Context: an optimization exercise on an open-source flow, tuned for small area and a short achievable clock period. The choices shown serve that exercise and are no tape-out recipe. Only the layout flow was run in this run; the RTL was not checked for function there.

==> flow/design.v <==
`default_nettype none
`timescale 1ns / 1ps
module pe (
    input wire clk,
    input wire rst,
    input wire [15:0] act,
    input wire [15:0] wgt,
    input wire store,
    input wire reuse,
    input wire [3:0] addr,
    input wire update_out,
    output reg [31:0] out
);
    reg [31:0] accg;              
    reg [31:0] bm_r;              
    reg [7:0] one, two, neg;      
    reg [15:0] r1, r2, r3;        
    reg [3:1] rv;                 
    reg start;
    wire [31:0] acc_next;
    wire a0 = addr == 4'd0;
    wire a1 = addr == 4'd1;
    wire a2 = addr == 4'd2;
    wire a3 = addr == 4'd3;
    wire [15:0] bm = ({16{~reuse}} & wgt) | ({16{reuse & a1 & rv[1]}} & r1)
                   | ({16{reuse & a2 & rv[2]}} & r2) | ({16{reuse & a3 & rv[3]}} & r3);
    wire [31:0] bsel = rst ? 32'd0 : (reuse & a0) ? acc_next : {16'd0, bm};
    wire keep = ~rst & ~start;
    wire [17:0] ax = {1'b0, act, 1'b0};
    wire [7:0] one_d, two_d;
    genvar g;
    generate for (g = 0; g < 8; g = g + 1) begin : enc
        assign one_d[g] = ax[2*g+1] ^ ax[2*g];
        assign two_d[g] = (ax[2*g+2] & ~ax[2*g+1] & ~ax[2*g]) | (~ax[2*g+2] & ax[2*g+1] & ax[2*g]);
    end endgenerate
    wire [32:0] Bx = {bm_r, 1'b0};
    wire [31:0] pp0;
    wire [29:0] pp1;
    wire [27:0] pp2;
    wire [25:0] pp3;
    wire [23:0] pp4;
    wire [21:0] pp5;
    wire [19:0] pp6;
    wire [17:0] pp7;
    generate for (g = 0; g < 32; g = g + 1) begin : pp
        if (g > 0 && g < 32) pe_bsel b0 (.one(one[0]), .two(two[0]), .neg(neg[0]), .b1(Bx[g+1]), .b0(Bx[g]), .p(pp0[g]));
        if (g > 0 && g < 30) pe_bsel b1 (.one(one[1]), .two(two[1]), .neg(neg[1]), .b1(Bx[g+1]), .b0(Bx[g]), .p(pp1[g]));
        if (g > 0 && g < 28) pe_bsel b2 (.one(one[2]), .two(two[2]), .neg(neg[2]), .b1(Bx[g+1]), .b0(Bx[g]), .p(pp2[g]));
        if (g > 0 && g < 26) pe_bsel b3 (.one(one[3]), .two(two[3]), .neg(neg[3]), .b1(Bx[g+1]), .b0(Bx[g]), .p(pp3[g]));
        if (g > 0 && g < 24) pe_bsel b4 (.one(one[4]), .two(two[4]), .neg(neg[4]), .b1(Bx[g+1]), .b0(Bx[g]), .p(pp4[g]));
        if (g > 0 && g < 22) pe_bsel b5 (.one(one[5]), .two(two[5]), .neg(neg[5]), .b1(Bx[g+1]), .b0(Bx[g]), .p(pp5[g]));
        if (g > 0 && g < 20) pe_bsel b6 (.one(one[6]), .two(two[6]), .neg(neg[6]), .b1(Bx[g+1]), .b0(Bx[g]), .p(pp6[g]));
        if (g > 0 && g < 18) pe_bsel b7 (.one(one[7]), .two(two[7]), .neg(neg[7]), .b1(Bx[g+1]), .b0(Bx[g]), .p(pp7[g]));
    end endgenerate
    assign pp0[0] = (one[0] & bm_r[0]) ^ neg[0];
    assign pp1[0] = (one[1] & bm_r[0]) ^ neg[1];
    assign pp2[0] = (one[2] & bm_r[0]) ^ neg[2];
    assign pp3[0] = (one[3] & bm_r[0]) ^ neg[3];
    assign pp4[0] = (one[4] & bm_r[0]) ^ neg[4];
    assign pp5[0] = (one[5] & bm_r[0]) ^ neg[5];
    assign pp6[0] = (one[6] & bm_r[0]) ^ neg[6];
    assign pp7[0] = (one[7] & bm_r[0]) ^ neg[7];
    wire [31:0] acc_s_g = accg;
    wire [15:0] pp8 = {16{neg[7]}} & bm_r[15:0];      
    wire hs1, hc1;
    pe_ha u0 (.a(acc_s_g[14]), .b(neg[7]), .s(hs1), .co(hc1));
    wire hs2, hc2;
    pe_ha u1 (.a(acc_s_g[15]), .b(pp0[15]), .s(hs2), .co(hc2));
    wire fs1, fc1;
    pe_fa u2 (.a(acc_s_g[16]), .b(pp8[0]), .c(pp0[16]), .s(fs1), .co(fc1));
    wire fs2, fc2;
    pe_fa u3 (.a(acc_s_g[17]), .b(pp8[1]), .c(pp0[17]), .s(fs2), .co(fc2));
    wire fs3, fc3;
    pe_fa u4 (.a(acc_s_g[18]), .b(pp8[2]), .c(pp0[18]), .s(fs3), .co(fc3));
    wire fs4, fc4;
    pe_fa u5 (.a(acc_s_g[19]), .b(pp8[3]), .c(pp0[19]), .s(fs4), .co(fc4));
    wire fs5, fc5;
    pe_fa u6 (.a(acc_s_g[20]), .b(pp8[4]), .c(pp0[20]), .s(fs5), .co(fc5));
    wire fs6, fc6;
    pe_fa u7 (.a(acc_s_g[21]), .b(pp8[5]), .c(pp0[21]), .s(fs6), .co(fc6));
    wire fs7, fc7;
    pe_fa u8 (.a(acc_s_g[22]), .b(pp8[6]), .c(pp0[22]), .s(fs7), .co(fc7));
    wire fs8, fc8;
    pe_fa u9 (.a(acc_s_g[23]), .b(pp8[7]), .c(pp0[23]), .s(fs8), .co(fc8));
    wire fs9, fc9;
    pe_fa u10 (.a(acc_s_g[24]), .b(pp8[8]), .c(pp0[24]), .s(fs9), .co(fc9));
    wire fs10, fc10;
    pe_fa u11 (.a(acc_s_g[25]), .b(pp8[9]), .c(pp0[25]), .s(fs10), .co(fc10));
    wire fs11, fc11;
    pe_fa u12 (.a(acc_s_g[26]), .b(pp8[10]), .c(pp0[26]), .s(fs11), .co(fc11));
    wire fs12, fc12;
    pe_fa u13 (.a(acc_s_g[27]), .b(pp8[11]), .c(pp0[27]), .s(fs12), .co(fc12));
    wire fs13, fc13;
    pe_fa u14 (.a(acc_s_g[28]), .b(pp8[12]), .c(pp0[28]), .s(fs13), .co(fc13));
    wire fs14, fc14;
    pe_fa u15 (.a(acc_s_g[29]), .b(pp8[13]), .c(pp0[29]), .s(fs14), .co(fc14));
    wire fs15, fc15;
    pe_fa u16 (.a(acc_s_g[30]), .b(pp8[14]), .c(pp0[30]), .s(fs15), .co(fc15));
    wire fs16, fc16;
    pe_fa u17 (.a(acc_s_g[31]), .b(pp8[15]), .c(pp0[31]), .s(fs16), .co(fc16));
    wire hs3, hc3;
    pe_ha u18 (.a(acc_s_g[8]), .b(neg[4]), .s(hs3), .co(hc3));
    wire hs4, hc4;
    pe_ha u19 (.a(acc_s_g[9]), .b(pp0[9]), .s(hs4), .co(hc4));
    wire fs17, fc17;
    pe_fa u20 (.a(acc_s_g[10]), .b(neg[5]), .c(pp0[10]), .s(fs17), .co(fc17));
    wire hs5, hc5;
    pe_ha u21 (.a(pp1[8]), .b(pp2[6]), .s(hs5), .co(hc5));
    wire fs18, fc18;
    pe_fa u22 (.a(acc_s_g[11]), .b(pp0[11]), .c(pp1[9]), .s(fs18), .co(fc18));
    wire hs6, hc6;
    pe_ha u23 (.a(pp2[7]), .b(pp3[5]), .s(hs6), .co(hc6));
    wire fs19, fc19;
    pe_fa u24 (.a(acc_s_g[12]), .b(neg[6]), .c(pp0[12]), .s(fs19), .co(fc19));
    wire fs20, fc20;
    pe_fa u25 (.a(pp1[10]), .b(pp2[8]), .c(pp3[6]), .s(fs20), .co(fc20));
    wire hs7, hc7;
    pe_ha u26 (.a(pp4[4]), .b(pp5[2]), .s(hs7), .co(hc7));
    wire fs21, fc21;
    pe_fa u27 (.a(acc_s_g[13]), .b(pp0[13]), .c(pp1[11]), .s(fs21), .co(fc21));
    wire fs22, fc22;
    pe_fa u28 (.a(pp2[9]), .b(pp3[7]), .c(pp4[5]), .s(fs22), .co(fc22));
    wire hs8, hc8;
    pe_ha u29 (.a(pp5[3]), .b(pp6[1]), .s(hs8), .co(hc8));
    wire fs23, fc23;
    pe_fa u30 (.a(hs1), .b(pp0[14]), .c(pp1[12]), .s(fs23), .co(fc23));
    wire fs24, fc24;
    pe_fa u31 (.a(pp2[10]), .b(pp3[8]), .c(pp4[6]), .s(fs24), .co(fc24));
    wire fs25, fc25;
    pe_fa u32 (.a(pp5[4]), .b(pp6[2]), .c(pp7[0]), .s(fs25), .co(fc25));
    wire fs26, fc26;
    pe_fa u33 (.a(hc1), .b(pp1[13]), .c(pp2[11]), .s(fs26), .co(fc26));
    wire fs27, fc27;
    pe_fa u34 (.a(pp3[9]), .b(pp4[7]), .c(pp5[5]), .s(fs27), .co(fc27));
    wire fs28, fc28;
    pe_fa u35 (.a(pp6[3]), .b(pp7[1]), .c(hs2), .s(fs28), .co(fc28));
    wire fs29, fc29;
    pe_fa u36 (.a(pp1[14]), .b(pp2[12]), .c(pp3[10]), .s(fs29), .co(fc29));
    wire fs30, fc30;
    pe_fa u37 (.a(pp4[8]), .b(pp5[6]), .c(pp6[4]), .s(fs30), .co(fc30));
    wire fs31, fc31;
    pe_fa u38 (.a(pp7[2]), .b(hc2), .c(fs1), .s(fs31), .co(fc31));
    wire fs32, fc32;
    pe_fa u39 (.a(pp1[15]), .b(pp2[13]), .c(pp3[11]), .s(fs32), .co(fc32));
    wire fs33, fc33;
    pe_fa u40 (.a(pp4[9]), .b(pp5[7]), .c(pp6[5]), .s(fs33), .co(fc33));
    wire fs34, fc34;
    pe_fa u41 (.a(pp7[3]), .b(fc1), .c(fs2), .s(fs34), .co(fc34));
    wire fs35, fc35;
    pe_fa u42 (.a(pp1[16]), .b(pp2[14]), .c(pp3[12]), .s(fs35), .co(fc35));
    wire fs36, fc36;
    pe_fa u43 (.a(pp4[10]), .b(pp5[8]), .c(pp6[6]), .s(fs36), .co(fc36));
    wire fs37, fc37;
    pe_fa u44 (.a(pp7[4]), .b(fc2), .c(fs3), .s(fs37), .co(fc37));
    wire fs38, fc38;
    pe_fa u45 (.a(pp1[17]), .b(pp2[15]), .c(pp3[13]), .s(fs38), .co(fc38));
    wire fs39, fc39;
    pe_fa u46 (.a(pp4[11]), .b(pp5[9]), .c(pp6[7]), .s(fs39), .co(fc39));
    wire fs40, fc40;
    pe_fa u47 (.a(pp7[5]), .b(fc3), .c(fs4), .s(fs40), .co(fc40));
    wire fs41, fc41;
    pe_fa u48 (.a(pp1[18]), .b(pp2[16]), .c(pp3[14]), .s(fs41), .co(fc41));
    wire fs42, fc42;
    pe_fa u49 (.a(pp4[12]), .b(pp5[10]), .c(pp6[8]), .s(fs42), .co(fc42));
    wire fs43, fc43;
    pe_fa u50 (.a(pp7[6]), .b(fc4), .c(fs5), .s(fs43), .co(fc43));
    wire fs44, fc44;
    pe_fa u51 (.a(pp1[19]), .b(pp2[17]), .c(pp3[15]), .s(fs44), .co(fc44));
    wire fs45, fc45;
    pe_fa u52 (.a(pp4[13]), .b(pp5[11]), .c(pp6[9]), .s(fs45), .co(fc45));
    wire fs46, fc46;
    pe_fa u53 (.a(pp7[7]), .b(fc5), .c(fs6), .s(fs46), .co(fc46));
    wire fs47, fc47;
    pe_fa u54 (.a(pp1[20]), .b(pp2[18]), .c(pp3[16]), .s(fs47), .co(fc47));
    wire fs48, fc48;
    pe_fa u55 (.a(pp4[14]), .b(pp5[12]), .c(pp6[10]), .s(fs48), .co(fc48));
    wire fs49, fc49;
    pe_fa u56 (.a(pp7[8]), .b(fc6), .c(fs7), .s(fs49), .co(fc49));
    wire fs50, fc50;
    pe_fa u57 (.a(pp1[21]), .b(pp2[19]), .c(pp3[17]), .s(fs50), .co(fc50));
    wire fs51, fc51;
    pe_fa u58 (.a(pp4[15]), .b(pp5[13]), .c(pp6[11]), .s(fs51), .co(fc51));
    wire fs52, fc52;
    pe_fa u59 (.a(pp7[9]), .b(fc7), .c(fs8), .s(fs52), .co(fc52));
    wire fs53, fc53;
    pe_fa u60 (.a(pp1[22]), .b(pp2[20]), .c(pp3[18]), .s(fs53), .co(fc53));
    wire fs54, fc54;
    pe_fa u61 (.a(pp4[16]), .b(pp5[14]), .c(pp6[12]), .s(fs54), .co(fc54));
    wire fs55, fc55;
    pe_fa u62 (.a(pp7[10]), .b(fc8), .c(fs9), .s(fs55), .co(fc55));
    wire fs56, fc56;
    pe_fa u63 (.a(pp1[23]), .b(pp2[21]), .c(pp3[19]), .s(fs56), .co(fc56));
    wire fs57, fc57;
    pe_fa u64 (.a(pp4[17]), .b(pp5[15]), .c(pp6[13]), .s(fs57), .co(fc57));
    wire fs58, fc58;
    pe_fa u65 (.a(pp7[11]), .b(fc9), .c(fs10), .s(fs58), .co(fc58));
    wire fs59, fc59;
    pe_fa u66 (.a(pp1[24]), .b(pp2[22]), .c(pp3[20]), .s(fs59), .co(fc59));
    wire fs60, fc60;
    pe_fa u67 (.a(pp4[18]), .b(pp5[16]), .c(pp6[14]), .s(fs60), .co(fc60));
    wire fs61, fc61;
    pe_fa u68 (.a(pp7[12]), .b(fc10), .c(fs11), .s(fs61), .co(fc61));
    wire fs62, fc62;
    pe_fa u69 (.a(pp1[25]), .b(pp2[23]), .c(pp3[21]), .s(fs62), .co(fc62));
    wire fs63, fc63;
    pe_fa u70 (.a(pp4[19]), .b(pp5[17]), .c(pp6[15]), .s(fs63), .co(fc63));
    wire fs64, fc64;
    pe_fa u71 (.a(pp7[13]), .b(fc11), .c(fs12), .s(fs64), .co(fc64));
    wire fs65, fc65;
    pe_fa u72 (.a(pp1[26]), .b(pp2[24]), .c(pp3[22]), .s(fs65), .co(fc65));
    wire fs66, fc66;
    pe_fa u73 (.a(pp4[20]), .b(pp5[18]), .c(pp6[16]), .s(fs66), .co(fc66));
    wire fs67, fc67;
    pe_fa u74 (.a(pp7[14]), .b(fc12), .c(fs13), .s(fs67), .co(fc67));
    wire fs68, fc68;
    pe_fa u75 (.a(pp1[27]), .b(pp2[25]), .c(pp3[23]), .s(fs68), .co(fc68));
    wire fs69, fc69;
    pe_fa u76 (.a(pp4[21]), .b(pp5[19]), .c(pp6[17]), .s(fs69), .co(fc69));
    wire fs70, fc70;
    pe_fa u77 (.a(pp7[15]), .b(fc13), .c(fs14), .s(fs70), .co(fc70));
    wire fs71, fc71;
    pe_fa u78 (.a(pp1[28]), .b(pp2[26]), .c(pp3[24]), .s(fs71), .co(fc71));
    wire fs72, fc72;
    pe_fa u79 (.a(pp4[22]), .b(pp5[20]), .c(pp6[18]), .s(fs72), .co(fc72));
    wire fs73, fc73;
    pe_fa u80 (.a(pp7[16]), .b(fc14), .c(fs15), .s(fs73), .co(fc73));
    wire fs74, fc74;
    pe_fa u81 (.a(pp1[29]), .b(pp2[27]), .c(pp3[25]), .s(fs74), .co(fc74));
    wire fs75, fc75;
    pe_fa u82 (.a(pp4[23]), .b(pp5[21]), .c(pp6[19]), .s(fs75), .co(fc75));
    wire fs76, fc76;
    pe_fa u83 (.a(pp7[17]), .b(fc15), .c(fs16), .s(fs76), .co(fc76));
    wire hs9, hc9;
    pe_ha u84 (.a(acc_s_g[4]), .b(neg[2]), .s(hs9), .co(hc9));
    wire hs10, hc10;
    pe_ha u85 (.a(acc_s_g[5]), .b(pp0[5]), .s(hs10), .co(hc10));
    wire fs77, fc77;
    pe_fa u86 (.a(acc_s_g[6]), .b(neg[3]), .c(pp0[6]), .s(fs77), .co(fc77));
    wire hs11, hc11;
    pe_ha u87 (.a(pp1[4]), .b(pp2[2]), .s(hs11), .co(hc11));
    wire fs78, fc78;
    pe_fa u88 (.a(acc_s_g[7]), .b(pp0[7]), .c(pp1[5]), .s(fs78), .co(fc78));
    wire hs12, hc12;
    pe_ha u89 (.a(pp2[3]), .b(pp3[1]), .s(hs12), .co(hc12));
    wire fs79, fc79;
    pe_fa u90 (.a(hs3), .b(pp0[8]), .c(pp1[6]), .s(fs79), .co(fc79));
    wire fs80, fc80;
    pe_fa u91 (.a(pp2[4]), .b(pp3[2]), .c(pp4[0]), .s(fs80), .co(fc80));
    wire fs81, fc81;
    pe_fa u92 (.a(hc3), .b(pp1[7]), .c(pp2[5]), .s(fs81), .co(fc81));
    wire fs82, fc82;
    pe_fa u93 (.a(pp3[3]), .b(pp4[1]), .c(hs4), .s(fs82), .co(fc82));
    wire fs83, fc83;
    pe_fa u94 (.a(pp3[4]), .b(pp4[2]), .c(pp5[0]), .s(fs83), .co(fc83));
    wire fs84, fc84;
    pe_fa u95 (.a(hc4), .b(hs5), .c(fs17), .s(fs84), .co(fc84));
    wire fs85, fc85;
    pe_fa u96 (.a(pp4[3]), .b(pp5[1]), .c(hc5), .s(fs85), .co(fc85));
    wire fs86, fc86;
    pe_fa u97 (.a(hs6), .b(fc17), .c(fs18), .s(fs86), .co(fc86));
    wire fs87, fc87;
    pe_fa u98 (.a(pp6[0]), .b(hc6), .c(hs7), .s(fs87), .co(fc87));
    wire fs88, fc88;
    pe_fa u99 (.a(fs19), .b(fc18), .c(fs20), .s(fs88), .co(fc88));
    wire fs89, fc89;
    pe_fa u100 (.a(hc7), .b(hs8), .c(fc19), .s(fs89), .co(fc89));
    wire fs90, fc90;
    pe_fa u101 (.a(fc20), .b(fs21), .c(fs22), .s(fs90), .co(fc90));
    wire fs91, fc91;
    pe_fa u102 (.a(hc8), .b(fc21), .c(fc22), .s(fs91), .co(fc91));
    wire fs92, fc92;
    pe_fa u103 (.a(fs23), .b(fs24), .c(fs25), .s(fs92), .co(fc92));
    wire fs93, fc93;
    pe_fa u104 (.a(fc23), .b(fc24), .c(fc25), .s(fs93), .co(fc93));
    wire fs94, fc94;
    pe_fa u105 (.a(fs26), .b(fs27), .c(fs28), .s(fs94), .co(fc94));
    wire fs95, fc95;
    pe_fa u106 (.a(fc26), .b(fc27), .c(fs29), .s(fs95), .co(fc95));
    wire fs96, fc96;
    pe_fa u107 (.a(fs30), .b(fc28), .c(fs31), .s(fs96), .co(fc96));
    wire fs97, fc97;
    pe_fa u108 (.a(fc29), .b(fc30), .c(fs32), .s(fs97), .co(fc97));
    wire fs98, fc98;
    pe_fa u109 (.a(fs33), .b(fc31), .c(fs34), .s(fs98), .co(fc98));
    wire fs99, fc99;
    pe_fa u110 (.a(fc32), .b(fc33), .c(fs35), .s(fs99), .co(fc99));
    wire fs100, fc100;
    pe_fa u111 (.a(fs36), .b(fc34), .c(fs37), .s(fs100), .co(fc100));
    wire fs101, fc101;
    pe_fa u112 (.a(fc35), .b(fc36), .c(fs38), .s(fs101), .co(fc101));
    wire fs102, fc102;
    pe_fa u113 (.a(fs39), .b(fc37), .c(fs40), .s(fs102), .co(fc102));
    wire fs103, fc103;
    pe_fa u114 (.a(fc38), .b(fc39), .c(fs41), .s(fs103), .co(fc103));
    wire fs104, fc104;
    pe_fa u115 (.a(fs42), .b(fc40), .c(fs43), .s(fs104), .co(fc104));
    wire fs105, fc105;
    pe_fa u116 (.a(fc41), .b(fc42), .c(fs44), .s(fs105), .co(fc105));
    wire fs106, fc106;
    pe_fa u117 (.a(fs45), .b(fc43), .c(fs46), .s(fs106), .co(fc106));
    wire fs107, fc107;
    pe_fa u118 (.a(fc44), .b(fc45), .c(fs47), .s(fs107), .co(fc107));
    wire fs108, fc108;
    pe_fa u119 (.a(fs48), .b(fc46), .c(fs49), .s(fs108), .co(fc108));
    wire fs109, fc109;
    pe_fa u120 (.a(fc47), .b(fc48), .c(fs50), .s(fs109), .co(fc109));
    wire fs110, fc110;
    pe_fa u121 (.a(fs51), .b(fc49), .c(fs52), .s(fs110), .co(fc110));
    wire fs111, fc111;
    pe_fa u122 (.a(fc50), .b(fc51), .c(fs53), .s(fs111), .co(fc111));
    wire fs112, fc112;
    pe_fa u123 (.a(fs54), .b(fc52), .c(fs55), .s(fs112), .co(fc112));
    wire fs113, fc113;
    pe_fa u124 (.a(fc53), .b(fc54), .c(fs56), .s(fs113), .co(fc113));
    wire fs114, fc114;
    pe_fa u125 (.a(fs57), .b(fc55), .c(fs58), .s(fs114), .co(fc114));
    wire fs115, fc115;
    pe_fa u126 (.a(fc56), .b(fc57), .c(fs59), .s(fs115), .co(fc115));
    wire fs116, fc116;
    pe_fa u127 (.a(fs60), .b(fc58), .c(fs61), .s(fs116), .co(fc116));
    wire fs117, fc117;
    pe_fa u128 (.a(fc59), .b(fc60), .c(fs62), .s(fs117), .co(fc117));
    wire fs118, fc118;
    pe_fa u129 (.a(fs63), .b(fc61), .c(fs64), .s(fs118), .co(fc118));
    wire fs119, fc119;
    pe_fa u130 (.a(fc62), .b(fc63), .c(fs65), .s(fs119), .co(fc119));
    wire fs120, fc120;
    pe_fa u131 (.a(fs66), .b(fc64), .c(fs67), .s(fs120), .co(fc120));
    wire fs121, fc121;
    pe_fa u132 (.a(fc65), .b(fc66), .c(fs68), .s(fs121), .co(fc121));
    wire fs122, fc122;
    pe_fa u133 (.a(fs69), .b(fc67), .c(fs70), .s(fs122), .co(fc122));
    wire fs123, fc123;
    pe_fa u134 (.a(fc68), .b(fc69), .c(fs71), .s(fs123), .co(fc123));
    wire fs124, fc124;
    pe_fa u135 (.a(fs72), .b(fc70), .c(fs73), .s(fs124), .co(fc124));
    wire fs125, fc125;
    pe_fa u136 (.a(fc71), .b(fc72), .c(fs74), .s(fs125), .co(fc125));
    wire fs126, fc126;
    pe_fa u137 (.a(fs75), .b(fc73), .c(fs76), .s(fs126), .co(fc126));
    wire hs13, hc13;
    pe_ha u138 (.a(acc_s_g[2]), .b(neg[1]), .s(hs13), .co(hc13));
    wire hs14, hc14;
    pe_ha u139 (.a(acc_s_g[3]), .b(pp0[3]), .s(hs14), .co(hc14));
    wire fs127, fc127;
    pe_fa u140 (.a(hs9), .b(pp0[4]), .c(pp1[2]), .s(fs127), .co(fc127));
    wire fs128, fc128;
    pe_fa u141 (.a(hc9), .b(pp1[3]), .c(pp2[1]), .s(fs128), .co(fc128));
    wire fs129, fc129;
    pe_fa u142 (.a(pp3[0]), .b(hc10), .c(hs11), .s(fs129), .co(fc129));
    wire fs130, fc130;
    pe_fa u143 (.a(hc11), .b(hs12), .c(fc77), .s(fs130), .co(fc130));
    wire fs131, fc131;
    pe_fa u144 (.a(hc12), .b(fc78), .c(fs79), .s(fs131), .co(fc131));
    wire fs132, fc132;
    pe_fa u145 (.a(fc79), .b(fc80), .c(fs81), .s(fs132), .co(fc132));
    wire fs133, fc133;
    pe_fa u146 (.a(fc81), .b(fs83), .c(fc82), .s(fs133), .co(fc133));
    wire fs134, fc134;
    pe_fa u147 (.a(fc83), .b(fs85), .c(fc84), .s(fs134), .co(fc134));
    wire fs135, fc135;
    pe_fa u148 (.a(fc85), .b(fs87), .c(fc86), .s(fs135), .co(fc135));
    wire fs136, fc136;
    pe_fa u149 (.a(fc87), .b(fs89), .c(fc88), .s(fs136), .co(fc136));
    wire fs137, fc137;
    pe_fa u150 (.a(fc89), .b(fc90), .c(fs91), .s(fs137), .co(fc137));
    wire fs138, fc138;
    pe_fa u151 (.a(fc91), .b(fc92), .c(fs93), .s(fs138), .co(fc138));
    wire fs139, fc139;
    pe_fa u152 (.a(fc93), .b(fs95), .c(fc94), .s(fs139), .co(fc139));
    wire fs140, fc140;
    pe_fa u153 (.a(fc95), .b(fs97), .c(fc96), .s(fs140), .co(fc140));
    wire fs141, fc141;
    pe_fa u154 (.a(fc97), .b(fs99), .c(fc98), .s(fs141), .co(fc141));
    wire fs142, fc142;
    pe_fa u155 (.a(fc99), .b(fs101), .c(fc100), .s(fs142), .co(fc142));
    wire fs143, fc143;
    pe_fa u156 (.a(fc101), .b(fs103), .c(fc102), .s(fs143), .co(fc143));
    wire fs144, fc144;
    pe_fa u157 (.a(fc103), .b(fs105), .c(fc104), .s(fs144), .co(fc144));
    wire fs145, fc145;
    pe_fa u158 (.a(fc105), .b(fs107), .c(fc106), .s(fs145), .co(fc145));
    wire fs146, fc146;
    pe_fa u159 (.a(fc107), .b(fs109), .c(fc108), .s(fs146), .co(fc146));
    wire fs147, fc147;
    pe_fa u160 (.a(fc109), .b(fs111), .c(fc110), .s(fs147), .co(fc147));
    wire fs148, fc148;
    pe_fa u161 (.a(fc111), .b(fs113), .c(fc112), .s(fs148), .co(fc148));
    wire fs149, fc149;
    pe_fa u162 (.a(fc113), .b(fs115), .c(fc114), .s(fs149), .co(fc149));
    wire fs150, fc150;
    pe_fa u163 (.a(fc115), .b(fs117), .c(fc116), .s(fs150), .co(fc150));
    wire fs151, fc151;
    pe_fa u164 (.a(fc117), .b(fs119), .c(fc118), .s(fs151), .co(fc151));
    wire fs152, fc152;
    pe_fa u165 (.a(fc119), .b(fs121), .c(fc120), .s(fs152), .co(fc152));
    wire fs153, fc153;
    pe_fa u166 (.a(fc121), .b(fs123), .c(fc122), .s(fs153), .co(fc153));
    wire fs154, fc154;
    pe_fa u167 (.a(fc123), .b(fs125), .c(fc124), .s(fs154), .co(fc154));
    wire hs15, hc15;
    pe_ha u168 (.a(acc_s_g[0]), .b(neg[0]), .s(hs15), .co(hc15));
    wire hs16, hc16;
    pe_ha u169 (.a(acc_s_g[1]), .b(pp0[1]), .s(hs16), .co(hc16));
    wire fs155, fc155;
    pe_fa u170 (.a(hs13), .b(pp0[2]), .c(pp1[0]), .s(fs155), .co(fc155));
    wire fs156, fc156;
    pe_fa u171 (.a(hc13), .b(pp1[1]), .c(hs14), .s(fs156), .co(fc156));
    wire fs157, fc157;
    pe_fa u172 (.a(pp2[0]), .b(hc14), .c(fs127), .s(fs157), .co(fc157));
    wire fs158, fc158;
    pe_fa u173 (.a(hs10), .b(fc127), .c(fs128), .s(fs158), .co(fc158));
    wire fs159, fc159;
    pe_fa u174 (.a(fs77), .b(fc128), .c(fs129), .s(fs159), .co(fc159));
    wire fs160, fc160;
    pe_fa u175 (.a(fs78), .b(fc129), .c(fs130), .s(fs160), .co(fc160));
    wire fs161, fc161;
    pe_fa u176 (.a(fs80), .b(fc130), .c(fs131), .s(fs161), .co(fc161));
    wire fs162, fc162;
    pe_fa u177 (.a(fs82), .b(fc131), .c(fs132), .s(fs162), .co(fc162));
    wire fs163, fc163;
    pe_fa u178 (.a(fs84), .b(fc132), .c(fs133), .s(fs163), .co(fc163));
    wire fs164, fc164;
    pe_fa u179 (.a(fs86), .b(fc133), .c(fs134), .s(fs164), .co(fc164));
    wire fs165, fc165;
    pe_fa u180 (.a(fs88), .b(fc134), .c(fs135), .s(fs165), .co(fc165));
    wire fs166, fc166;
    pe_fa u181 (.a(fs90), .b(fc135), .c(fs136), .s(fs166), .co(fc166));
    wire fs167, fc167;
    pe_fa u182 (.a(fs92), .b(fc136), .c(fs137), .s(fs167), .co(fc167));
    wire fs168, fc168;
    pe_fa u183 (.a(fs94), .b(fc137), .c(fs138), .s(fs168), .co(fc168));
    wire fs169, fc169;
    pe_fa u184 (.a(fs96), .b(fc138), .c(fs139), .s(fs169), .co(fc169));
    wire fs170, fc170;
    pe_fa u185 (.a(fs98), .b(fc139), .c(fs140), .s(fs170), .co(fc170));
    wire fs171, fc171;
    pe_fa u186 (.a(fs100), .b(fc140), .c(fs141), .s(fs171), .co(fc171));
    wire fs172, fc172;
    pe_fa u187 (.a(fs102), .b(fc141), .c(fs142), .s(fs172), .co(fc172));
    wire fs173, fc173;
    pe_fa u188 (.a(fs104), .b(fc142), .c(fs143), .s(fs173), .co(fc173));
    wire fs174, fc174;
    pe_fa u189 (.a(fs106), .b(fc143), .c(fs144), .s(fs174), .co(fc174));
    wire fs175, fc175;
    pe_fa u190 (.a(fs108), .b(fc144), .c(fs145), .s(fs175), .co(fc175));
    wire fs176, fc176;
    pe_fa u191 (.a(fs110), .b(fc145), .c(fs146), .s(fs176), .co(fc176));
    wire fs177, fc177;
    pe_fa u192 (.a(fs112), .b(fc146), .c(fs147), .s(fs177), .co(fc177));
    wire fs178, fc178;
    pe_fa u193 (.a(fs114), .b(fc147), .c(fs148), .s(fs178), .co(fc178));
    wire fs179, fc179;
    pe_fa u194 (.a(fs116), .b(fc148), .c(fs149), .s(fs179), .co(fc179));
    wire fs180, fc180;
    pe_fa u195 (.a(fs118), .b(fc149), .c(fs150), .s(fs180), .co(fc180));
    wire fs181, fc181;
    pe_fa u196 (.a(fs120), .b(fc150), .c(fs151), .s(fs181), .co(fc181));
    wire fs182, fc182;
    pe_fa u197 (.a(fs122), .b(fc151), .c(fs152), .s(fs182), .co(fc182));
    wire fs183, fc183;
    pe_fa u198 (.a(fs124), .b(fc152), .c(fs153), .s(fs183), .co(fc183));
    wire fs184, fc184;
    pe_fa u199 (.a(fs126), .b(fc153), .c(fs154), .s(fs184), .co(fc184));
    wire [31:0] row_a = {fc183, fc182, fc181, fc180, fc179, fc178, fc177, fc176, fc175, fc174, fc173, fc172, fc171, fc170, fc169, fc168, fc167, fc166, fc165, fc164, fc163, fc162, fc161, fc160, fc159, fc158, fc157, fc156, fc155, hc16, hc15, hs15};
    wire [31:0] row_b = {fs184, fs183, fs182, fs181, fs180, fs179, fs178, fs177, fs176, fs175, fs174, fs173, fs172, fs171, fs170, fs169, fs168, fs167, fs166, fs165, fs164, fs163, fs162, fs161, fs160, fs159, fs158, fs157, fs156, fs155, hs16, pp0[0]};
    pe_cpa cpa (.a(row_a), .b(row_b), .s(acc_next));
    always @(posedge clk) begin
        bm_r <= bsel;
        one <= one_d;
        two <= two_d;
        neg <= {8{~rst}} & {act[15], act[13], act[11], act[9], act[7], act[5], act[3], act[1]};
        accg <= {32{keep}} & acc_next;
        if (store && a1) r1 <= wgt;    
        if (store && a2) r2 <= wgt;
        if (store && a3) r3 <= wgt;
        if (rst) begin
            rv <= 3'b000;
            out <= 32'd0;
            start <= 1'b0;
        end else begin
            if (store && a1) rv[1] <= 1'b1;
            if (store && a2) rv[2] <= 1'b1;
            if (store && a3) rv[3] <= 1'b1;
            if (update_out) out <= acc_next;
            start <= update_out;
        end
    end
endmodule
module pe_cpa (input wire [31:0] a, input wire [31:0] b, output wire [31:0] s);
    wire [31:0] cg0 = a & b;
    wire [31:0] cp0 = a ^ b;
    wire [31:0] cg1, cp1;
    assign cg1[0] = cg0[0]; assign cp1[0] = cp0[0];
    assign cg1[1] = cg0[1] | (cp0[1] & cg0[0]); assign cp1[1] = cp0[1] & cp0[0];
    assign cg1[2] = cg0[2]; assign cp1[2] = cp0[2];
    assign cg1[3] = cg0[3] | (cp0[3] & cg0[2]); assign cp1[3] = cp0[3] & cp0[2];
    assign cg1[4] = cg0[4]; assign cp1[4] = cp0[4];
    assign cg1[5] = cg0[5] | (cp0[5] & cg0[4]); assign cp1[5] = cp0[5] & cp0[4];
    assign cg1[6] = cg0[6]; assign cp1[6] = cp0[6];
    assign cg1[7] = cg0[7] | (cp0[7] & cg0[6]); assign cp1[7] = cp0[7] & cp0[6];
    assign cg1[8] = cg0[8]; assign cp1[8] = cp0[8];
    assign cg1[9] = cg0[9] | (cp0[9] & cg0[8]); assign cp1[9] = cp0[9] & cp0[8];
    assign cg1[10] = cg0[10]; assign cp1[10] = cp0[10];
    assign cg1[11] = cg0[11] | (cp0[11] & cg0[10]); assign cp1[11] = cp0[11] & cp0[10];
    assign cg1[12] = cg0[12]; assign cp1[12] = cp0[12];
    assign cg1[13] = cg0[13] | (cp0[13] & cg0[12]); assign cp1[13] = cp0[13] & cp0[12];
    assign cg1[14] = cg0[14]; assign cp1[14] = cp0[14];
    assign cg1[15] = cg0[15] | (cp0[15] & cg0[14]); assign cp1[15] = cp0[15] & cp0[14];
    assign cg1[16] = cg0[16]; assign cp1[16] = cp0[16];
    assign cg1[17] = cg0[17] | (cp0[17] & cg0[16]); assign cp1[17] = cp0[17] & cp0[16];
    assign cg1[18] = cg0[18]; assign cp1[18] = cp0[18];
    assign cg1[19] = cg0[19] | (cp0[19] & cg0[18]); assign cp1[19] = cp0[19] & cp0[18];
    assign cg1[20] = cg0[20]; assign cp1[20] = cp0[20];
    assign cg1[21] = cg0[21] | (cp0[21] & cg0[20]); assign cp1[21] = cp0[21] & cp0[20];
    assign cg1[22] = cg0[22]; assign cp1[22] = cp0[22];
    assign cg1[23] = cg0[23] | (cp0[23] & cg0[22]); assign cp1[23] = cp0[23] & cp0[22];
    assign cg1[24] = cg0[24]; assign cp1[24] = cp0[24];
    assign cg1[25] = cg0[25] | (cp0[25] & cg0[24]); assign cp1[25] = cp0[25] & cp0[24];
    assign cg1[26] = cg0[26]; assign cp1[26] = cp0[26];
    assign cg1[27] = cg0[27] | (cp0[27] & cg0[26]); assign cp1[27] = cp0[27] & cp0[26];
    assign cg1[28] = cg0[28]; assign cp1[28] = cp0[28];
    assign cg1[29] = cg0[29] | (cp0[29] & cg0[28]); assign cp1[29] = cp0[29] & cp0[28];
    assign cg1[30] = cg0[30]; assign cp1[30] = cp0[30];
    assign cg1[31] = cg0[31] | (cp0[31] & cg0[30]); assign cp1[31] = cp0[31] & cp0[30];
    wire [31:0] cg2, cp2;
    assign cg2[0] = cg1[0]; assign cp2[0] = cp1[0];
    assign cg2[1] = cg1[1]; assign cp2[1] = cp1[1];
    assign cg2[2] = cg1[2] | (cp1[2] & cg1[1]); assign cp2[2] = cp1[2] & cp1[1];
    assign cg2[3] = cg1[3] | (cp1[3] & cg1[1]); assign cp2[3] = cp1[3] & cp1[1];
    assign cg2[4] = cg1[4]; assign cp2[4] = cp1[4];
    assign cg2[5] = cg1[5]; assign cp2[5] = cp1[5];
    assign cg2[6] = cg1[6] | (cp1[6] & cg1[5]); assign cp2[6] = cp1[6] & cp1[5];
    assign cg2[7] = cg1[7] | (cp1[7] & cg1[5]); assign cp2[7] = cp1[7] & cp1[5];
    assign cg2[8] = cg1[8]; assign cp2[8] = cp1[8];
    assign cg2[9] = cg1[9]; assign cp2[9] = cp1[9];
    assign cg2[10] = cg1[10] | (cp1[10] & cg1[9]); assign cp2[10] = cp1[10] & cp1[9];
    assign cg2[11] = cg1[11] | (cp1[11] & cg1[9]); assign cp2[11] = cp1[11] & cp1[9];
    assign cg2[12] = cg1[12]; assign cp2[12] = cp1[12];
    assign cg2[13] = cg1[13]; assign cp2[13] = cp1[13];
    assign cg2[14] = cg1[14] | (cp1[14] & cg1[13]); assign cp2[14] = cp1[14] & cp1[13];
    assign cg2[15] = cg1[15] | (cp1[15] & cg1[13]); assign cp2[15] = cp1[15] & cp1[13];
    assign cg2[16] = cg1[16]; assign cp2[16] = cp1[16];
    assign cg2[17] = cg1[17]; assign cp2[17] = cp1[17];
    assign cg2[18] = cg1[18] | (cp1[18] & cg1[17]); assign cp2[18] = cp1[18] & cp1[17];
    assign cg2[19] = cg1[19] | (cp1[19] & cg1[17]); assign cp2[19] = cp1[19] & cp1[17];
    assign cg2[20] = cg1[20]; assign cp2[20] = cp1[20];
    assign cg2[21] = cg1[21]; assign cp2[21] = cp1[21];
    assign cg2[22] = cg1[22] | (cp1[22] & cg1[21]); assign cp2[22] = cp1[22] & cp1[21];
    assign cg2[23] = cg1[23] | (cp1[23] & cg1[21]); assign cp2[23] = cp1[23] & cp1[21];
    assign cg2[24] = cg1[24]; assign cp2[24] = cp1[24];
    assign cg2[25] = cg1[25]; assign cp2[25] = cp1[25];
    assign cg2[26] = cg1[26] | (cp1[26] & cg1[25]); assign cp2[26] = cp1[26] & cp1[25];
    assign cg2[27] = cg1[27] | (cp1[27] & cg1[25]); assign cp2[27] = cp1[27] & cp1[25];
    assign cg2[28] = cg1[28]; assign cp2[28] = cp1[28];
    assign cg2[29] = cg1[29]; assign cp2[29] = cp1[29];
    assign cg2[30] = cg1[30] | (cp1[30] & cg1[29]); assign cp2[30] = cp1[30] & cp1[29];
    assign cg2[31] = cg1[31] | (cp1[31] & cg1[29]); assign cp2[31] = cp1[31] & cp1[29];
    wire [31:0] cg3, cp3;
    assign cg3[0] = cg2[0]; assign cp3[0] = cp2[0];
    assign cg3[1] = cg2[1]; assign cp3[1] = cp2[1];
    assign cg3[2] = cg2[2]; assign cp3[2] = cp2[2];
    assign cg3[3] = cg2[3]; assign cp3[3] = cp2[3];
    assign cg3[4] = cg2[4] | (cp2[4] & cg2[3]); assign cp3[4] = cp2[4] & cp2[3];
    assign cg3[5] = cg2[5] | (cp2[5] & cg2[3]); assign cp3[5] = cp2[5] & cp2[3];
    assign cg3[6] = cg2[6] | (cp2[6] & cg2[3]); assign cp3[6] = cp2[6] & cp2[3];
    assign cg3[7] = cg2[7] | (cp2[7] & cg2[3]); assign cp3[7] = cp2[7] & cp2[3];
    assign cg3[8] = cg2[8]; assign cp3[8] = cp2[8];
    assign cg3[9] = cg2[9]; assign cp3[9] = cp2[9];
    assign cg3[10] = cg2[10]; assign cp3[10] = cp2[10];
    assign cg3[11] = cg2[11]; assign cp3[11] = cp2[11];
    assign cg3[12] = cg2[12] | (cp2[12] & cg2[11]); assign cp3[12] = cp2[12] & cp2[11];
    assign cg3[13] = cg2[13] | (cp2[13] & cg2[11]); assign cp3[13] = cp2[13] & cp2[11];
    assign cg3[14] = cg2[14] | (cp2[14] & cg2[11]); assign cp3[14] = cp2[14] & cp2[11];
    assign cg3[15] = cg2[15] | (cp2[15] & cg2[11]); assign cp3[15] = cp2[15] & cp2[11];
    assign cg3[16] = cg2[16]; assign cp3[16] = cp2[16];
    assign cg3[17] = cg2[17]; assign cp3[17] = cp2[17];
    assign cg3[18] = cg2[18]; assign cp3[18] = cp2[18];
    assign cg3[19] = cg2[19]; assign cp3[19] = cp2[19];
    assign cg3[20] = cg2[20] | (cp2[20] & cg2[19]); assign cp3[20] = cp2[20] & cp2[19];
    assign cg3[21] = cg2[21] | (cp2[21] & cg2[19]); assign cp3[21] = cp2[21] & cp2[19];
    assign cg3[22] = cg2[22] | (cp2[22] & cg2[19]); assign cp3[22] = cp2[22] & cp2[19];
    assign cg3[23] = cg2[23] | (cp2[23] & cg2[19]); assign cp3[23] = cp2[23] & cp2[19];
    assign cg3[24] = cg2[24]; assign cp3[24] = cp2[24];
    assign cg3[25] = cg2[25]; assign cp3[25] = cp2[25];
    assign cg3[26] = cg2[26]; assign cp3[26] = cp2[26];
    assign cg3[27] = cg2[27]; assign cp3[27] = cp2[27];
    assign cg3[28] = cg2[28] | (cp2[28] & cg2[27]); assign cp3[28] = cp2[28] & cp2[27];
    assign cg3[29] = cg2[29] | (cp2[29] & cg2[27]); assign cp3[29] = cp2[29] & cp2[27];
    assign cg3[30] = cg2[30] | (cp2[30] & cg2[27]); assign cp3[30] = cp2[30] & cp2[27];
    assign cg3[31] = cg2[31] | (cp2[31] & cg2[27]); assign cp3[31] = cp2[31] & cp2[27];
    wire [31:0] cg4, cp4;
    assign cg4[0] = cg3[0]; assign cp4[0] = cp3[0];
    assign cg4[1] = cg3[1]; assign cp4[1] = cp3[1];
    assign cg4[2] = cg3[2]; assign cp4[2] = cp3[2];
    assign cg4[3] = cg3[3]; assign cp4[3] = cp3[3];
    assign cg4[4] = cg3[4]; assign cp4[4] = cp3[4];
    assign cg4[5] = cg3[5]; assign cp4[5] = cp3[5];
    assign cg4[6] = cg3[6]; assign cp4[6] = cp3[6];
    assign cg4[7] = cg3[7]; assign cp4[7] = cp3[7];
    assign cg4[8] = cg3[8] | (cp3[8] & cg3[7]); assign cp4[8] = cp3[8] & cp3[7];
    assign cg4[9] = cg3[9] | (cp3[9] & cg3[7]); assign cp4[9] = cp3[9] & cp3[7];
    assign cg4[10] = cg3[10] | (cp3[10] & cg3[7]); assign cp4[10] = cp3[10] & cp3[7];
    assign cg4[11] = cg3[11] | (cp3[11] & cg3[7]); assign cp4[11] = cp3[11] & cp3[7];
    assign cg4[12] = cg3[12] | (cp3[12] & cg3[7]); assign cp4[12] = cp3[12] & cp3[7];
    assign cg4[13] = cg3[13] | (cp3[13] & cg3[7]); assign cp4[13] = cp3[13] & cp3[7];
    assign cg4[14] = cg3[14] | (cp3[14] & cg3[7]); assign cp4[14] = cp3[14] & cp3[7];
    assign cg4[15] = cg3[15] | (cp3[15] & cg3[7]); assign cp4[15] = cp3[15] & cp3[7];
    assign cg4[16] = cg3[16]; assign cp4[16] = cp3[16];
    assign cg4[17] = cg3[17]; assign cp4[17] = cp3[17];
    assign cg4[18] = cg3[18]; assign cp4[18] = cp3[18];
    assign cg4[19] = cg3[19]; assign cp4[19] = cp3[19];
    assign cg4[20] = cg3[20]; assign cp4[20] = cp3[20];
    assign cg4[21] = cg3[21]; assign cp4[21] = cp3[21];
    assign cg4[22] = cg3[22]; assign cp4[22] = cp3[22];
    assign cg4[23] = cg3[23]; assign cp4[23] = cp3[23];
    assign cg4[24] = cg3[24] | (cp3[24] & cg3[23]); assign cp4[24] = cp3[24] & cp3[23];
    assign cg4[25] = cg3[25] | (cp3[25] & cg3[23]); assign cp4[25] = cp3[25] & cp3[23];
    assign cg4[26] = cg3[26] | (cp3[26] & cg3[23]); assign cp4[26] = cp3[26] & cp3[23];
    assign cg4[27] = cg3[27] | (cp3[27] & cg3[23]); assign cp4[27] = cp3[27] & cp3[23];
    assign cg4[28] = cg3[28] | (cp3[28] & cg3[23]); assign cp4[28] = cp3[28] & cp3[23];
    assign cg4[29] = cg3[29] | (cp3[29] & cg3[23]); assign cp4[29] = cp3[29] & cp3[23];
    assign cg4[30] = cg3[30] | (cp3[30] & cg3[23]); assign cp4[30] = cp3[30] & cp3[23];
    assign cg4[31] = cg3[31] | (cp3[31] & cg3[23]); assign cp4[31] = cp3[31] & cp3[23];
    wire [31:0] cg5, cp5;
    assign cg5[0] = cg4[0]; assign cp5[0] = cp4[0];
    assign cg5[1] = cg4[1]; assign cp5[1] = cp4[1];
    assign cg5[2] = cg4[2]; assign cp5[2] = cp4[2];
    assign cg5[3] = cg4[3]; assign cp5[3] = cp4[3];
    assign cg5[4] = cg4[4]; assign cp5[4] = cp4[4];
    assign cg5[5] = cg4[5]; assign cp5[5] = cp4[5];
    assign cg5[6] = cg4[6]; assign cp5[6] = cp4[6];
    assign cg5[7] = cg4[7]; assign cp5[7] = cp4[7];
    assign cg5[8] = cg4[8]; assign cp5[8] = cp4[8];
    assign cg5[9] = cg4[9]; assign cp5[9] = cp4[9];
    assign cg5[10] = cg4[10]; assign cp5[10] = cp4[10];
    assign cg5[11] = cg4[11]; assign cp5[11] = cp4[11];
    assign cg5[12] = cg4[12]; assign cp5[12] = cp4[12];
    assign cg5[13] = cg4[13]; assign cp5[13] = cp4[13];
    assign cg5[14] = cg4[14]; assign cp5[14] = cp4[14];
    assign cg5[15] = cg4[15]; assign cp5[15] = cp4[15];
    assign cg5[16] = cg4[16] | (cp4[16] & cg4[15]); assign cp5[16] = cp4[16] & cp4[15];
    assign cg5[17] = cg4[17] | (cp4[17] & cg4[15]); assign cp5[17] = cp4[17] & cp4[15];
    assign cg5[18] = cg4[18] | (cp4[18] & cg4[15]); assign cp5[18] = cp4[18] & cp4[15];
    assign cg5[19] = cg4[19] | (cp4[19] & cg4[15]); assign cp5[19] = cp4[19] & cp4[15];
    assign cg5[20] = cg4[20] | (cp4[20] & cg4[15]); assign cp5[20] = cp4[20] & cp4[15];
    assign cg5[21] = cg4[21] | (cp4[21] & cg4[15]); assign cp5[21] = cp4[21] & cp4[15];
    assign cg5[22] = cg4[22] | (cp4[22] & cg4[15]); assign cp5[22] = cp4[22] & cp4[15];
    assign cg5[23] = cg4[23] | (cp4[23] & cg4[15]); assign cp5[23] = cp4[23] & cp4[15];
    assign cg5[24] = cg4[24] | (cp4[24] & cg4[15]); assign cp5[24] = cp4[24] & cp4[15];
    assign cg5[25] = cg4[25] | (cp4[25] & cg4[15]); assign cp5[25] = cp4[25] & cp4[15];
    assign cg5[26] = cg4[26] | (cp4[26] & cg4[15]); assign cp5[26] = cp4[26] & cp4[15];
    assign cg5[27] = cg4[27] | (cp4[27] & cg4[15]); assign cp5[27] = cp4[27] & cp4[15];
    assign cg5[28] = cg4[28] | (cp4[28] & cg4[15]); assign cp5[28] = cp4[28] & cp4[15];
    assign cg5[29] = cg4[29] | (cp4[29] & cg4[15]); assign cp5[29] = cp4[29] & cp4[15];
    assign cg5[30] = cg4[30] | (cp4[30] & cg4[15]); assign cp5[30] = cp4[30] & cp4[15];
    assign cg5[31] = cg4[31] | (cp4[31] & cg4[15]); assign cp5[31] = cp4[31] & cp4[15];
    assign s = cp0 ^ {cg5[30:0], 1'b0};
endmodule
module pe_bsel (input wire one, input wire two, input wire neg, input wire b1, input wire b0, output wire p);
    assign p = ((one & b1) | (two & b0)) ^ neg;
endmodule
module pe_fa (input wire a, input wire b, input wire c, output wire s, output wire co);
    assign s = a ^ b ^ c;
    assign co = (a & b) | (a & c) | (b & c);
endmodule
module pe_ha (input wire a, input wire b, output wire s, output wire co);
    assign s = a ^ b;
    assign co = a & b;
endmodule
==> flow/flow/run.sh <==
#!/bin/bash
# Layout flow. Synthesis is the standard synthesis, unchanged. After the floorplan,
# every combinational cell is set to its smallest drive strength (downsize.tcl); the rest
# is the standard layout, with the ports buffered by buf_2 cells and timing repair
# aiming at 6 ns of setup slack, so that it upsizes only the cells the timing needs.
# After the global-route repair, recover.tcl sets cells back to smaller drive strengths
# where that does not lower the worst setup slack (recover_hook.tcl).
# Each step's full output goes to its own log file in this folder.
set -euo pipefail
here=$(pwd)
bash standard.sh synth > synth.log 2>&1
bash standard.sh floorplan > floorplan.log 2>&1
odb=$(ls $here/orfs/results/*/pe/base/2_floorplan.odb)
DS_ODB=$odb openroad -no_init -exit flow/downsize.tcl > downsize.log 2>&1
bash standard.sh 'BUFFER_PORTS_ARGS=-buffer_cell sky130_fd_sc_hd__buf_2' SETUP_SLACK_MARGIN=6 POST_GLOBAL_ROUTE_TCL=$here/flow/recover_hook.tcl finish > layout.log 2>&1
==> flow/flow/downsize.tcl <==
# Set every combinational standard cell to the smallest drive strength of the same
# function; timing repair later in the flow upsizes the cells that need it.
# Flip-flops, tap cells and port buffers are left alone.
set odb_file $::env(DS_ODB)
read_db $odb_file
set db [ord::get_db]
set block [ord::get_db_block]
set skip {dfxtp dfxbp dfrtp dfrbp dfstp dfsbp edfxtp sdfxtp tapvpwrvgnd conb clkbuf clkinv}
set n 0
foreach inst [$block getInsts] {
  set m [$inst getMaster]
  set name [$m getName]
  if {![regexp {^sky130_fd_sc_hd__(\w+)_(\d+)$} $name -> base drive]} { continue }
  if {[lsearch -exact $skip $base] >= 0} { continue }
  set best ""
  set best_area [expr {[$m getWidth] * [$m getHeight]}]
  foreach d {0 1 2} {
    if {$d >= $drive} { break }
    set cand [$db findMaster "sky130_fd_sc_hd__${base}_$d"]
    if {$cand eq "NULL" || $cand eq ""} { continue }
    set a [expr {[$cand getWidth] * [$cand getHeight]}]
    if {$a < $best_area} { set best $cand; set best_area $a }
  }
  if {$best ne ""} {
    $inst swapMaster $best
    incr n
  }
}
puts "downsized $n instances"
write_db $odb_file
==> flow/flow/recover.tcl <==
# Area recovery after timing repair: try each combinational cell at a smaller drive
# strength, least critical first, and keep the change only if the worst setup slack does
# not drop (by more than 5 ps in all) and the max-slew and max-capacitance checks keep a
# 20% margin (or what they had).
# est is the estimate_parasitics mode in use at this point of the flow.
proc pe_recover_est {est} {
  estimate_parasitics $est
}
proc pe_recover_area {est} {
  set db [ord::get_db]
  set block [ord::get_db_block]
  pe_recover_est $est
  set wns0 [sta::worst_slack_cmd max]
  set floor [expr {$wns0 - 0.005e-9}]
  set slew0 [sta::max_slew_violation_count]
  set cap0 [sta::max_capacitance_violation_count]
  set slewlim [expr {min(0.2, [sta::max_slew_check_slack_limit])}]
  set caplim [expr {min(0.2, [sta::max_capacitance_check_slack_limit])}]
  set cands {}
  foreach inst [$block getInsts] {
    set name [[$inst getMaster] getName]
    if {![regexp {^sky130_fd_sc_hd__(\w+)_(\d+)$} $name -> base drive]} { continue }
    if {[regexp {^(dfxtp|dfxbp|dfrtp|dfrbp|dfstp|dfsbp|edfxtp|sdfxtp|tapvpwrvgnd|conb|clkbuf|clkinv|clkdlybuf4s50|decap|fill)} $base]} { continue }
    if {$drive <= 1} { continue }
    set pin_slack 1.0
    foreach it [$inst getITerms] {
      if {[$it isOutputSignal]} {
        set p [get_pins -quiet [$inst getName]/[[$it getMTerm] getName]]
        if {$p ne ""} { set pin_slack [get_property $p slack_max] }
      }
    }
    lappend cands [list $pin_slack $inst $base $drive]
  }
  set cands [lsort -real -decreasing -index 0 $cands]
  set n 0
  foreach c $cands {
    lassign $c s inst base drive
    set orig [[$inst getMaster] getName]
    foreach d {0 1 2 4 6 8} {
      if {$d >= $drive} { break }
      set m [$db findMaster "sky130_fd_sc_hd__${base}_$d"]
      if {$m eq "NULL" || $m eq ""} { continue }
      replace_cell [$inst getName] "sky130_fd_sc_hd__${base}_$d"
      pe_recover_est $est
      if {[sta::worst_slack_cmd max] >= $floor && [sta::max_slew_violation_count] <= $slew0
          && [sta::max_capacitance_violation_count] <= $cap0
          && [sta::max_slew_check_slack_limit] >= $slewlim
          && [sta::max_capacitance_check_slack_limit] >= $caplim} {
        incr n
        break
      }
      replace_cell [$inst getName] $orig
      pe_recover_est $est
    }
  }
  puts "area recovery: downsized $n of [llength $cands] cells, worst slack [sta::worst_slack_cmd max] (was $wns0)"
}
==> flow/flow/recover_hook.tcl <==
# POST_GLOBAL_ROUTE hook: area recovery (recover.tcl) after the global-route timing
# repair, with the nets of resized cells routed again incrementally.
source [file join [file dirname [info script]] recover.tcl]
global_route -start_incremental
pe_recover_area -global_routing
global_route -end_incremental
estimate_parasitics -global_routing
report_worst_slack -max -digits 3
write_guides $::env(RESULTS_DIR)/route.guide
==> flow/standard.sh <==
#!/bin/bash
# synth_recipe.tcl (not shown) runs the flow's synth.tcl, then flattens the netlist and writes it again
# the make line also repeats each setting of config.mk as NAME=value (left out here)
make -C /OpenROAD-flow-scripts/flow DESIGN_CONFIG=/design/flow/config.mk WORK_HOME=/design/flow/orfs CLKGATE_MAP_FILE= SYNTH_SCRIPT=/design/flow/synth_recipe.tcl "${@:-finish}"
==> flow/config.mk <==
export PLATFORM = sky130hd
export DESIGN_NAME = pe
export DESIGN_NICKNAME = pe
export VERILOG_FILES = /design/flow/design.v
export SDC_FILE = /design/flow/constraint.sdc
export NUM_CORES = 4
export LEC_CHECK = 0
export CAP_MARGIN = 20
export CORE_MARGIN = 2
export CORE_UTILIZATION = 60
export PLACE_DENSITY = 0.75
export SETUP_SLACK_MARGIN = 5
export SLEW_MARGIN = 20
export SYNTH_HIERARCHICAL = 1
==> flow/constraint.sdc <==
create_clock -name core_clock -period 11.0 [get_ports {clk}]
set_input_delay 2.2000 -clock core_clock [delete_from_list [all_inputs] [get_ports {clk}]]
set_output_delay 2.2000 -clock core_clock [all_outputs]
set_load 0.01 [all_outputs]
==> impl_results.md <==
* Status: timing/DRC/antenna clean
* Post-CTS Repair Setup Buffers at 27
* FFs w/ async S/R, synth at 0%
* Slew Viols, Final at 0
* Ports at 73
* Hold buffer count at CTS at 0
* P&R area growth vs syn at 7.80%
* Final setup TNS at 0 ns
* Worst-skew pair later-pin latency at 0.45 ns
* Detailed-placement wirelength estimate at about 28000 µm
* Syn Nets at 1553
* Maximum clock frequency at 187 MHz
* Root Driver: clkbuf_16
* CTS buffer count at 17
* CP Capture Type: flop
* Synth Register Bits at 172
* First-pass GRT wire length at 67400 µm
* Post-Route WL at 44700 µm
* Nets@finish at 1689
* Startpoint types: flop
* Die Span Y at 165 µm
* Number of port buffers at 72
* Vias in the first global route at roughly 12000
* Main combinational cell family by area after synthesis: adder cells
* Clk sinks at approximately 170
* Sequential cell area fraction in the yosys report at 25.3%
* Tmin final at ~5.3 ns
* Synthesized instance count at 1277
* ANT cells at 0
* CP Max Fanout at 14
* Critical Path AT at between 5 and 6 ns
* Yosys top cell area share at 24.4%
* Final Cycle Share at 48.5%
* Actual slew at the worst max-slew pin at around 1.1 ns
* WS Path Type: reg2reg
* DRC viols at 0
* Cts repair resizes at 149
* DRT Pass-1 Iters at 7
* Die width at 165 µm
* Synth Area in Simple Gates at 8.25%
* Share of post-route cells with drive strength above 1 at 13.0%
* Required @ worst endpoint at 11.29 ns
* Worst Hold Class: reg2reg
* GR Overflow Total at 0
* H-tree levels at 4
* RePlAce Congestion at between 0.9 and 1
* Slew margin rel. at 29.0%
* Initial antenna violation count at 0
* Worst-case hold slack at about 0.47 ns
* Clock Path Buffers at 2
* Clock slew at reported path FFs at 0.08 ns
* Largest net degree at the start of global routing at between 40 and 50
* Mux cell area share after synthesis at 3.29%
* Via density at approximately 6.7
* CTS tree: yes
* Clock skew at 0.0242 ns
* Compound-Gate Fraction of Synth Area at 20.6%
* # rows at 58
* Synth Cell Area at 0.0155 mm²
* Routed Antenna Nets at 0
* DR WL/cell at roughly 25 µm
* Final-report hold violation count at 0
* Final setup fails at 0
* Synth unique cells at 61
* Adder-cell share of the synthesized area at between 20% and 30%
* Synth top area cells: fa_1, dfxtp_1, a22oi_2
* Core area at ~0.025 mm²
* Drt initial violations at around 1700
* Initial Utilization at just over 60%
* DR vias at 11700
* Die ar. at 0.0271 mm²
* Post-synth EDFFs at 48
* Finished Core Util at 66.2%
* Ys flop type: dfxtp_1
* Avg Cell Area, Syn at 12.1 µm²
* Max-Cap Viols at 0
* Synth Area in XOR/XNOR at 13.0%
* Post-synth top area cell: fa_1
* Gr usage total at between 30% and 40%
* Synth warn at 7
[Yosys cell counts (2+ instances only)]
master	count
xnor2_1	216
a22oi_2	192
fa_1	189
dfxtp_1	124
and2_1	64
nand3_1	52
nor2_1	52
mux2i_1	51
edfxtp_1	48
ha_1	46
nand2_1	33
clkbuf_1	21
a41oi_1	20
a21oi_1	16
inv_1	16
o31ai_1	16
xor2_1	14
nor2b_1	13
o21ai_0	12
nor3_1	11
buf_2	9
a21o_1	6
a211oi_2	4
and3_1	3
nand2b_1	3
a21o_2	2
a21oi_2	2
a221oi_1	2
a31oi_1	2
and3b_1	2
buf_1	2
buf_6	2
o211ai_2	2
o21a_1	2
o21ai_1	2
[flip-flops by register name, summed over array words and instances (netlist names)]
signal	flops
r3	16
start	1
two	8
bm_r	32
out	32
rv	3
accg	32
one	8
neg	8
r1	16
r2	16
[path summary, 6_finish.rpt]
path                 startpoint                   to  slack (ns)  cells past startpoint
max              two[3]$_DFF_P_  bm_r[15]$_SDFF_PP0_        5.66                     13
min          rv[3]$_SDFFE_PP0P_   rv[3]$_SDFFE_PP0P_        0.47                      2
max reg2reg      two[3]$_DFF_P_  bm_r[15]$_SDFF_PP0_        5.66                     13
min reg2reg  rv[3]$_SDFFE_PP0P_   rv[3]$_SDFFE_PP0P_        0.47                      2
[Yosys stat by module, one instance, submodules excluded]
| module | area (µm²) | copies in the design | flip-flops and latches | cells inside |
|---|---|---|---|---|
| pe_cpa | 1460 | 1 | 0 | 180 |
| pe_fa | 20.0 | 184 | 0 | 1 |
| pe_ha | 12.5 | 16 | 0 | 1 |
| pe_bsel | 21.3 | 192 | 0 | 2 |
| pe | 6080 | 1 | 172 | 513 |
[cells by family (layout without fill, tap and decap cells)]
kind of cell             after synthesis  count (layout)
AO/OA/AOI/OAI                        292             292
XOR/XNOR                             230             230
adder cells (fa/ha/maj)              235             235
buffers and inverters                 53             202
flip-flops                           172             172
multiplexers                          51              51
AND/OR/NAND/NOR                      244             244
[critical path, stage by stage, from the launching register on]
cell	delay (ns)
dfxtp_4	0.47
buf_2	0.34
a22oi_1	0.13
xnor2_1	0.17
fa_1	0.46
fa_1	0.55
fa_1	0.44
ha_1	0.33
a21oi_1	0.35
a21boi_0	0.69
o21ai_2	0.25
o311ai_4	0.47
o31ai_1	0.15
a41oi_1	0.39
[cell type report]
| cell class | instances | area (µm²) |
|---|---|---|
| well taps | 330 | 413 |
| inverters | 18 | 67.6 |
| flip-flops and latches | 172 | 4050 |
| repair buffers | 152 | 896 |
| clock inverters | 15 | 130 |
| fillers | 1944 | 8540 |
| multi-input cells | 1052 | 10700 |
| clock buffers | 17 | 425 |
[per-layer routing]
| layer | GRT usage, % | share of wire [%] |
|---|---|---|
| met1 | 45.5 | 39 |
| met5 | 0 | 0 |
| met3 | 5.25 | 10 |
| met2 | 52.1 | 46 |
| met4 | 14.5 | 4.7 |
[through the flow]
step	cell area (µm²)	setup slack [ns]	cells
after floorplan	15500	5.31	1277
after global placement	15300	4.55	1669
after detailed placement	15300	4.40	1669
after CTS	16800	5.83	1731
final	16700	5.66	1756
[cells in the final DEF, fill, tap and decap left out, drive strengths merged, types with 33 or more instances in the layout]
cell / count
nand3: 52
mux2i: 51
edfxtp: 48
and2: 65
ha: 46
xnor2: 216
buf: 145
a22oi: 193
nor2: 52
fa: 189
dfxtp: 124
nand2: 33

==> port drivers added, routing unchanged <==
In the flow no input, the clock included, has a driving cell. The finished layout below was timed again as built, in two steps. Step 1 assumes that a clkbuf_16 drives the clock port and a buf_2 every other input. Step 2 also shifts input and output timing later by t, the mid clock arrival at the registers, as if the neighbouring blocks saw the same clock. a / b / c = ideal / step 1 / step 2; a / b = the first two.
shift t [ns]: 0.484
setup slack, ns: 5.661 / 5.661 / 5.661
slew at the worst register clock pin (ns): 0.09 / 0.09
worst slew at a driven data input, ns: 0.04
cell pins on the clock port's net: 1
After both steps this run still meets setup and hold. For this run, drivers alone change the setup slack by 0.000 ns; drivers and shift together by 0.000 ns.
